This design comes from an exercise in tuning for small area, a short achievable clock period and few clock cycles on the open sky130 flow, not from production work.
At most, simulation tests tie the RTL to the original design; equivalence was not proved.

==> flow/design.v <==
module alu_top(
    input wire clk,
    input wire reset,
    input wire [7:0] operand_a,
    input wire [7:0] operand_b,
    input wire [1:0] operation,
    input wire start,
    output reg [15:0] result,
    output wire ready,
    output reg overflow,
    output reg zero
);
    wire [7:0] a = operand_a;
    wire [7:0] b = operand_b;
    function [9:0] brow(input [7:0] m, input one, input two, input neg, input ext);
        reg [9:0] m1, m2;
        begin
            m1 = {{2{ext & m[7]}}, m};
            m2 = {ext & m[7], m, 1'b0};
            brow = (({10{one}} & m1) | ({10{two}} & m2)) ^ {10{neg}};
        end
    endfunction
    function [2:0] benc(input [2:0] x);
        benc = {x[1] ^ x[0], (x[2] & ~x[1] & ~x[0]) | (~x[2] & x[1] & x[0]), x[2]};
    endfunction
    reg busy;           
    reg is_div;         
    reg [1:0] cnt;      
    reg flag;           
    reg [7:0] M;        
    reg [16:0] W;       
    wire [7:0] R = W[15:8];
    wire [7:0] QL = W[7:0];
    wire [13:0] P = W[13:0];                         
    wire [2:0] e3 = W[16:14];
    wire is_mul_in = operation[1] & ~operation[0];
    wire [2:0] e0 = benc({a[1:0], 1'b0});
    wire u1_one = is_mul_in ? e0[2] : 1'b1;
    wire u1_two = is_mul_in & e0[1];
    wire u1_neg = is_mul_in ? e0[0] : operation[0];
    wire [9:0] A1 = is_mul_in ? {3'b000, a[7], 1'b0, a[5], 1'b0, a[3], 2'b00} : {2'b00, a};
    wire [9:0] B1 = brow(b, u1_one, u1_two, u1_neg, is_mul_in);
    wire [10:0] S1 = {1'b0, A1} + {1'b0, B1} + {10'd0, u1_neg};
    wire [7:0] s = S1[7:0];
    wire as_ov = (a[7] == (b[7] ^ operation[0])) && (s[7] != a[7]);
    wire lt = S1[9];                                 
    wire lt2 = {1'b0, a} < {b, 1'b0};                
    wire [7:0] zx = a ^ b;
    wire s_zero = operation[0] ? (zx == 8'd0) : (zx == {a[6:0] | b[6:0], 1'b0});
    wire [2:0] e1 = benc(a[3:1]);
    wire [2:0] e2 = benc(a[5:3]);
    wire [9:0] row1 = brow(b, e1[2], e1[1], e1[0], 1'b1);
    wire [9:0] row2 = brow(b, e2[2], e2[1], e2[0], 1'b1);
    wire [11:0] cx = {{4{S1[9]}}, S1[9:2]};
    wire [11:0] cy = {{2{row1[9]}}, row1};
    wire [11:0] cz = {row2, 2'b00};
    wire [11:0] cs = cx ^ cy ^ cz;
    wire [11:0] cc = {(cx[10:0] & cy[10:0]) | (cx[10:0] & cz[10:0]) | (cy[10:0] & cz[10:0]), 1'b0};
    wire bz = (b == 8'd0);
    wire q7 = ({7'b0, a[7]} >= b);
    wire r7 = q7 ? (a[7] - b[0]) : a[7];
    wire [1:0] x6 = {r7, a[6]};
    wire q6 = ({6'b0, x6} >= b);
    wire [1:0] r6 = q6 ? (x6 - b[1:0]) : x6;
    wire [2:0] x5 = {r6, a[5]};
    wire q5 = ({5'b0, x5} >= b);
    wire [2:0] r5 = q5 ? (x5 - b[2:0]) : x5;
    wire d_one = is_div | e3[2];
    wire d_two = ~is_div & e3[1];
    wire d_neg = is_div | e3[0];
    wire [9:0] DA = is_div ? {1'b0, R, QL[7]} : {{2{P[13]}}, P[13:6]};
    wire [9:0] DB = brow(M, d_one, d_two, d_neg, ~is_div);
    wire [10:0] T = {1'b0, DA} + {1'b0, DB} + {10'd0, is_div};
    wire qa = ~T[9];
    wire [7:0] Ra = qa ? T[7:0] : {R[6:0], QL[7]};
    wire [11:0] A2 = busy ? {3'b000, Ra, QL[6]} : cs;
    wire [11:0] B2 = busy ? {4'b1111, ~M} : cc;
    wire [12:0] S2 = {1'b0, A2} + {1'b0, B2} + {12'd0, busy};
    wire qb = ~S2[11];
    wire [7:0] Rb = qb ? S2[7:0] : {Ra[6:0], QL[6]};
    wire [13:0] p012 = {S2[11:0], S1[1:0]};
    wire fast = ~operation[1] | (operation[0] & lt2);
    wire last = busy & (~is_div | cnt[1]);
    assign ready = (start & fast) | last;
    always @(posedge clk or posedge reset) begin
        if (reset) busy <= 1'b0;
        else busy <= busy ? ~last : (start & ~fast);
    end
    always @(posedge clk) begin
        if (!busy) begin
            M <= b;
            is_div <= operation[0];
            cnt <= 2'd0;
            flag <= bz | (~operation[0] & (a == 8'd0));
            W <= operation[0] ? {1'b0, 5'b0, r5, a[4:0], q7, q6, q5} : {benc(a[7:5]), p012};
        end else begin
            cnt <= cnt + 2'd1;
            W <= {1'b0, Rb, QL[5:0], qa, qb};
        end
    end
    always @(*) begin
        if (busy) begin
            if (is_div) begin
                result = {Ra, QL[6:0], qa};
                overflow = flag;
                zero = 1'b0;
            end else begin
                result = {T[9:0], P[5:0]};
                overflow = 1'b0;
                zero = flag;
            end
        end else if (operation[1]) begin
            result = lt ? {a, 8'h00} : {s, 8'h01};
            overflow = 1'b0;
            zero = lt;
        end else begin
            result = {{8{s[7]}}, s};
            overflow = as_ov;
            zero = s_zero;
        end
    end
endmodule
export LEC_CHECK = 0
export ABC_AREA = 1
export CAP_MARGIN = 20
export CORE_MARGIN = 2
export CORE_UTILIZATION = 70
export CTS_BUF_LIST = sky130_fd_sc_hd__clkbuf_8
export SETUP_SLACK_MARGIN = 1.8
export SLEW_MARGIN = 20
create_clock -name core_clock -period 7.0 [get_ports {clk}]
standard.sh (not shown) runs the stock make flow with config.mk's settings and CLKGATE_MAP_FILE= SYNTH_SCRIPT=/design/flow/synth_recipe.tcl, a recipe that flattens the netlist after the stock synthesis.
==> flow/flow/run.sh <==
#!/bin/bash
# Standard layout, with the port buffers made of sky130_fd_sc_hd__buf_2 cells
# (buffer_ports otherwise picks the slow clkdlybuf4s50_1). Every port is still buffered.
set -euo pipefail
export BUFFER_PORTS_ARGS="-buffer_cell sky130_fd_sc_hd__buf_2"
bash standard.sh > standard.log 2>&1
The starting point died in global routing (5_1_grt).
==> next run, changes <==
--- a/flow/design.v
+++ b/flow/design.v
@@ -32,31 +32,28 @@
     wire [7:0] R = W[15:8];
     wire [7:0] QL = W[7:0];
     wire [13:0] P = W[13:0];                         
     wire [2:0] e3 = W[16:14];
-    wire is_mul_in = operation[1] & ~operation[0];
-    wire [2:0] e0 = benc({a[1:0], 1'b0});
-    wire u1_one = is_mul_in ? e0[2] : 1'b1;
-    wire u1_two = is_mul_in & e0[1];
-    wire u1_neg = is_mul_in ? e0[0] : operation[0];
-    wire [9:0] A1 = is_mul_in ? {3'b000, a[7], 1'b0, a[5], 1'b0, a[3], 2'b00} : {2'b00, a};
-    wire [9:0] B1 = brow(b, u1_one, u1_two, u1_neg, is_mul_in);
-    wire [10:0] S1 = {1'b0, A1} + {1'b0, B1} + {10'd0, u1_neg};
+    wire [9:0] B1 = {2'b00, b} ^ {10{operation[0]}};
+    wire [10:0] S1 = {3'b000, a} + {1'b0, B1} + {10'd0, operation[0]};
     wire [7:0] s = S1[7:0];
     wire as_ov = (a[7] == (b[7] ^ operation[0])) && (s[7] != a[7]);
     wire lt = S1[9];                                 
     wire lt2 = {1'b0, a} < {b, 1'b0};                
-    wire [7:0] zx = a ^ b;
-    wire s_zero = operation[0] ? (zx == 8'd0) : (zx == {a[6:0] | b[6:0], 1'b0});
+    wire [2:0] e0 = benc({a[1:0], 1'b0});
     wire [2:0] e1 = benc(a[3:1]);
     wire [2:0] e2 = benc(a[5:3]);
-    wire [9:0] row1 = brow(b, e1[2], e1[1], e1[0], 1'b1);
-    wire [9:0] row2 = brow(b, e2[2], e2[1], e2[0], 1'b1);
-    wire [11:0] cx = {{4{S1[9]}}, S1[9:2]};
-    wire [11:0] cy = {{2{row1[9]}}, row1};
-    wire [11:0] cz = {row2, 2'b00};
-    wire [11:0] cs = cx ^ cy ^ cz;
-    wire [11:0] cc = {(cx[10:0] & cy[10:0]) | (cx[10:0] & cz[10:0]) | (cy[10:0] & cz[10:0]), 1'b0};
+    wire [9:0] r0 = brow(b, e0[2], e0[1], e0[0], 1'b1);
+    wire [9:0] r1 = brow(b, e1[2], e1[1], e1[0], 1'b1);
+    wire [9:0] r2 = brow(b, e2[2], e2[1], e2[0], 1'b1);
+    wire [13:0] mx = {{4{r0[9]}}, r0};
+    wire [13:0] my = {{2{r1[9]}}, r1, 1'b0, e0[0]};
+    wire [13:0] mz = {r2, 1'b0, e1[0], 2'b00};
+    wire [13:0] mv = {7'b0, a[7], 1'b0, e2[0], 4'b0};
+    wire [13:0] s1 = mx ^ my ^ mz;
+    wire [13:0] k1 = {(mx[12:0] & my[12:0]) | (mx[12:0] & mz[12:0]) | (my[12:0] & mz[12:0]), 1'b0};
+    wire [13:0] s2 = s1 ^ k1 ^ mv;
+    wire [13:0] k2 = {(s1[12:0] & k1[12:0]) | (s1[12:0] & mv[12:0]) | (k1[12:0] & mv[12:0]), 1'b0};
     wire bz = (b == 8'd0);
     wire q7 = ({7'b0, a[7]} >= b);
     wire r7 = q7 ? (a[7] - b[0]) : a[7];
     wire [1:0] x6 = {r7, a[6]};
@@ -72,14 +69,14 @@
     wire [9:0] DB = brow(M, d_one, d_two, d_neg, ~is_div);
     wire [10:0] T = {1'b0, DA} + {1'b0, DB} + {10'd0, is_div};
     wire qa = ~T[9];
     wire [7:0] Ra = qa ? T[7:0] : {R[6:0], QL[7]};
-    wire [11:0] A2 = busy ? {3'b000, Ra, QL[6]} : cs;
-    wire [11:0] B2 = busy ? {4'b1111, ~M} : cc;
+    wire [11:0] A2 = busy ? {3'b000, Ra, QL[6]} : s2[13:2];
+    wire [11:0] B2 = busy ? {4'b1111, ~M} : k2[13:2];
     wire [12:0] S2 = {1'b0, A2} + {1'b0, B2} + {12'd0, busy};
     wire qb = ~S2[11];
     wire [7:0] Rb = qb ? S2[7:0] : {Ra[6:0], QL[6]};
-    wire [13:0] p012 = {S2[11:0], S1[1:0]};
+    wire [13:0] p012 = {S2[11:0], s2[1:0]};
     wire fast = ~operation[1] | (operation[0] & lt2);
     wire last = busy & (~is_div | cnt[1]);
     assign ready = (start & fast) | last;
     always @(posedge clk or posedge reset) begin
@@ -115,8 +112,8 @@
             zero = lt;
         end else begin
             result = {{8{s[7]}}, s};
             overflow = as_ov;
-            zero = s_zero;
+            zero = (s == 8'd0);
         end
     end
 endmodule
Effect: The new run completed with no timing, DRC or antenna violations; synthesized area rises by 4.0%; synthesized cell count rose by 6.8%.
Testbench counts after the change, summed over its fixed seeds: cycles 4,589.
Only the layout flow was run in the first run of this note; the RTL was not checked for function there.

==> what the ideal ports hide <==
In the flow no input, the clock included, has a driving cell. The finished layout below was timed again as built, in two steps.
Step 1 (the two cells are an assumption about what drives the block):
set clk [get_ports {clk}]
set_driving_cell -lib_cell sky130_fd_sc_hd__clkbuf_16 $clk
set_driving_cell -lib_cell sky130_fd_sc_hd__buf_2 [delete_from_list [all_inputs] $clk]
Step 2 times the ports against the registers' clock, not the clock port: input delays grow and output delays shrink by t, the midpoint of the rising clock arrivals with the driver on.
Slacks: no drivers / after step 1 / after step 2; pairs: no drivers / after step 1.
run: the second run
shift t [ns]: 0.308
slack for setup (ns): 1.954 / 1.934 / 1.765
hold WS [ns]: 0.491 / 0.491 / 0.491
worst setup path after step 2: input to register
worst slew at a driven data input, ns: 0.03
After both steps the second run still meets setup and hold. For the second run, drivers alone change the setup slack by -0.020 ns; drivers and shift together by -0.189 ns.
